This design comes from an exercise in tuning for small area and few clock cycles per item on the open sky130 flow, not from production work. Only simulation tests tie the RTL to the original design; equivalence was not proved.

## sha256_core
module sha256_core(
    input clk, rst_n,
    input start,                
    input init,                 
    input [511:0] block,        
    output ready,
    output reg done,
    output [255:0] hash
    );
    localparam
        H01 = 32'h6A09E667,
        H02 = 32'hBB67AE85,
        H03 = 32'h3C6EF372,
        H04 = 32'hA54FF53A,
        H05 = 32'h510E527F,
        H06 = 32'h9B05688C,
        H07 = 32'h1F83D9AB,
        H08 = 32'h5BE0CD19,
        K00 = 32'h428a2f98,
        K01 = 32'h71374491;
    reg [31:0] a, b, c, e, f, g;
    reg [31:0] dd;
    reg [31:0] tt;              
    reg [31:0] hx, hy, hu, hv, gx, gy, gu, gv;
    reg [31:0] W [0:15];
    reg [4:0] cnt;
    reg busy;
    reg idle;                   
    reg hvalid;                 
    reg [31:0] KA, KB;          
    assign ready = ~busy;
    wire accept = start & ~busy;
    wire last = busy & (cnt == 5'd31);
    wire init_eff = init | ~hvalid;
    always @(*)
        case (cnt)
        5'd0: KA = 32'hb5c0fbcf;
        5'd1: KA = 32'h3956c25b;
        5'd2: KA = 32'h923f82a4;
        5'd3: KA = 32'hd807aa98;
        5'd4: KA = 32'h243185be;
        5'd5: KA = 32'h72be5d74;
        5'd6: KA = 32'h9bdc06a7;
        5'd7: KA = 32'he49b69c1;
        5'd8: KA = 32'h0fc19dc6;
        5'd9: KA = 32'h2de92c6f;
        5'd10: KA = 32'h5cb0a9dc;
        5'd11: KA = 32'h983e5152;
        5'd12: KA = 32'hb00327c8;
        5'd13: KA = 32'hc6e00bf3;
        5'd14: KA = 32'h06ca6351;
        5'd15: KA = 32'h27b70a85;
        5'd16: KA = 32'h4d2c6dfc;
        5'd17: KA = 32'h650a7354;
        5'd18: KA = 32'h81c2c92e;
        5'd19: KA = 32'ha2bfe8a1;
        5'd20: KA = 32'hc24b8b70;
        5'd21: KA = 32'hd192e819;
        5'd22: KA = 32'hf40e3585;
        5'd23: KA = 32'h19a4c116;
        5'd24: KA = 32'h2748774c;
        5'd25: KA = 32'h391c0cb3;
        5'd26: KA = 32'h5b9cca4f;
        5'd27: KA = 32'h748f82ee;
        5'd28: KA = 32'h84c87814;
        5'd29: KA = 32'h90befffa;
        5'd30: KA = 32'hbef9a3f7;
        default: KA = 32'hbef9a3f7;
        endcase
    always @(*)
        case (cnt)
        5'd0: KB = 32'he9b5dba5;
        5'd1: KB = 32'h59f111f1;
        5'd2: KB = 32'hab1c5ed5;
        5'd3: KB = 32'h12835b01;
        5'd4: KB = 32'h550c7dc3;
        5'd5: KB = 32'h80deb1fe;
        5'd6: KB = 32'hc19bf174;
        5'd7: KB = 32'hefbe4786;
  ...
Size in the first run: ~8100 cells after synthesis, about 1100 flip-flops, roughly 770 I/O pins, roughly 0.076 mm² of cells after synthesis.
==> flow/config.mk <==
export PLATFORM = sky130hd
export DESIGN_NAME = sha256_core
export DESIGN_NICKNAME = sha256_core
export VERILOG_FILES = /design/flow/design.v
export SDC_FILE = /design/flow/constraint.sdc
export NUM_CORES = 4
export LEC_CHECK = 0
export CAP_MARGIN = 20
export CORE_MARGIN = 2
export CORE_UTILIZATION = 40
export CTS_BUF_LIST = sky130_fd_sc_hd__clkbuf_4 sky130_fd_sc_hd__clkbuf_8
export PLACE_DENSITY = 0.6
export SETUP_SLACK_MARGIN = 0.1
export SLEW_MARGIN = 20
==> flow/constraint.sdc <==
create_clock -name core_clock -period 8.0 [get_ports {clk}]
set_input_delay 1.6000 -clock core_clock [delete_from_list [all_inputs] [get_ports {clk}]]
set_output_delay 1.6000 -clock core_clock [all_outputs]
set_load 0.01 [all_outputs]
standard.sh (not shown) runs the stock make flow with config.mk's settings and CLKGATE_MAP_FILE= SYNTH_SCRIPT=/design/flow/synth_recipe.tcl, a recipe that flattens the netlist after the stock synthesis.
==> flow/flow/run.sh <==
#!/bin/bash
# The standard layout (standard.sh) with two placement changes:
#  - plain buf_1 cells as the port buffers instead of the delay buffers
#    buffer_ports picks by default;
#  - timing-driven global placement keeps its net weights but not the buffers
#    its trial repair_design runs insert (GPL_KEEP_OVERFLOW=0); the regular
#    repair steps after placement still run.
set -euo pipefail
bash standard.sh "BUFFER_PORTS_ARGS=-buffer_cell sky130_fd_sc_hd__buf_1" GPL_KEEP_OVERFLOW=0 finish > flow_make.log 2>&1
Testbench counts at the start, summed over its fixed seeds: cycles 7,689, blocks 233.
==> next run, changes <==
==> flow/flow/run.sh (replaced) <==
#!/bin/bash
# The standard layout (standard.sh), with plain buf_1 cells as the port buffers
# instead of the delay buffers buffer_ports picks by default.
set -euo pipefail
bash standard.sh "BUFFER_PORTS_ARGS=-buffer_cell sky130_fd_sc_hd__buf_1" finish > flow_make.log 2>&1
=>
- wire length came out higher by 3.9%
- synthesized area is unchanged
- final area came out higher by 5.7%
- hold slack improved by 0.0073 ns
- sequential cell count stays the same
- worst setup slack improved by 0.027 ns
- clock skew came out higher by 0.027 ns
- synthesized cell count stays the same
==> next run, changes <==
==> flow/flow/run.sh (replaced) <==
#!/bin/bash
# The standard layout (standard.sh) with two placement changes:
#  - plain buf_1 cells as the port buffers instead of the delay buffers
#    buffer_ports picks by default;
#  - timing-driven global placement keeps its net weights but not the buffers
#    its trial repair_design runs insert (GPL_KEEP_OVERFLOW=0); the regular
#    repair steps after placement still run.
set -euo pipefail
bash standard.sh "BUFFER_PORTS_ARGS=-buffer_cell sky130_fd_sc_hd__buf_1" GPL_KEEP_OVERFLOW=0 finish > flow_make.log 2>&1
Settings changed: SETUP_SLACK_MARGIN 0.1 to 0.15.
=> The changed run finished with timing, DRC and antenna clean. Setup slack improved by 0.0049 ns. Count of clock-buffer cells in the layout does not change. Maximum frequency is about the same. Final area decreases by 4.9%. Register-to-register slack barely changes. Worst hold slack got worse by 0.014 ns. Critical path depth decreases by 12. Die area does not change. Global-route usage decreases by 1.9 points. Via count decreases by 3.4%.
==> next run, changes <==
==> flow/flow/run.sh (replaced) <==
#!/bin/bash
# The standard layout (standard.sh), with plain buf_1 cells as the port buffers
# instead of the delay buffers buffer_ports picks by default.
set -euo pipefail
bash standard.sh "BUFFER_PORTS_ARGS=-buffer_cell sky130_fd_sc_hd__buf_1" finish > flow_make.log 2>&1
Settings changed: SETUP_SLACK_MARGIN 0.15 to 0.3.
Effect:
- count of clock-buffer cells in the layout goes down by 16
- fmax rises slightly
- cell count climbs by a few percent
- non-clock buffer count climbs by 787
- cell area rises by a few percent

-- re-timing with driven ports --
No port has a modelled driver above. Below, the same layouts with a new extraction and two added sets of constraints. Step 1 (the two cells are an assumption about what drives the block):
set clk [get_ports {clk}]
set_driving_cell -lib_cell sky130_fd_sc_hd__clkbuf_16 $clk
set_driving_cell -lib_cell sky130_fd_sc_hd__buf_2 [delete_from_list [all_inputs] $clk]
Step 2 moves the port delays by t, midway between the first and last clock arrival at a register: inputs arrive t later, outputs are due t later. That takes back most of the time a late clock gives input paths. a / b / c = ideal / step 1 / step 2; a / b = the first two.
run	shift t [ns]	setup slack, ns	worst data-port slew with drivers (ns)	pins driven straight from the clock port
the first run	1.101	0.117 / 0.117 / -0.821	0.19	1
the second run	1.101	0.144 / 0.115 / -0.771	0.31	1
the third run	1.107	0.149 / 0.149 / -0.686	0.19	1
the fourth run	1.098	0.252 / 0.252 / -0.376	0.28	1
With both steps, setup timing fails in every run listed, where it was met with ideal ports. For the first run, which loses most, drivers alone change the setup slack by 0.000 ns; drivers and shift together by -0.938 ns.
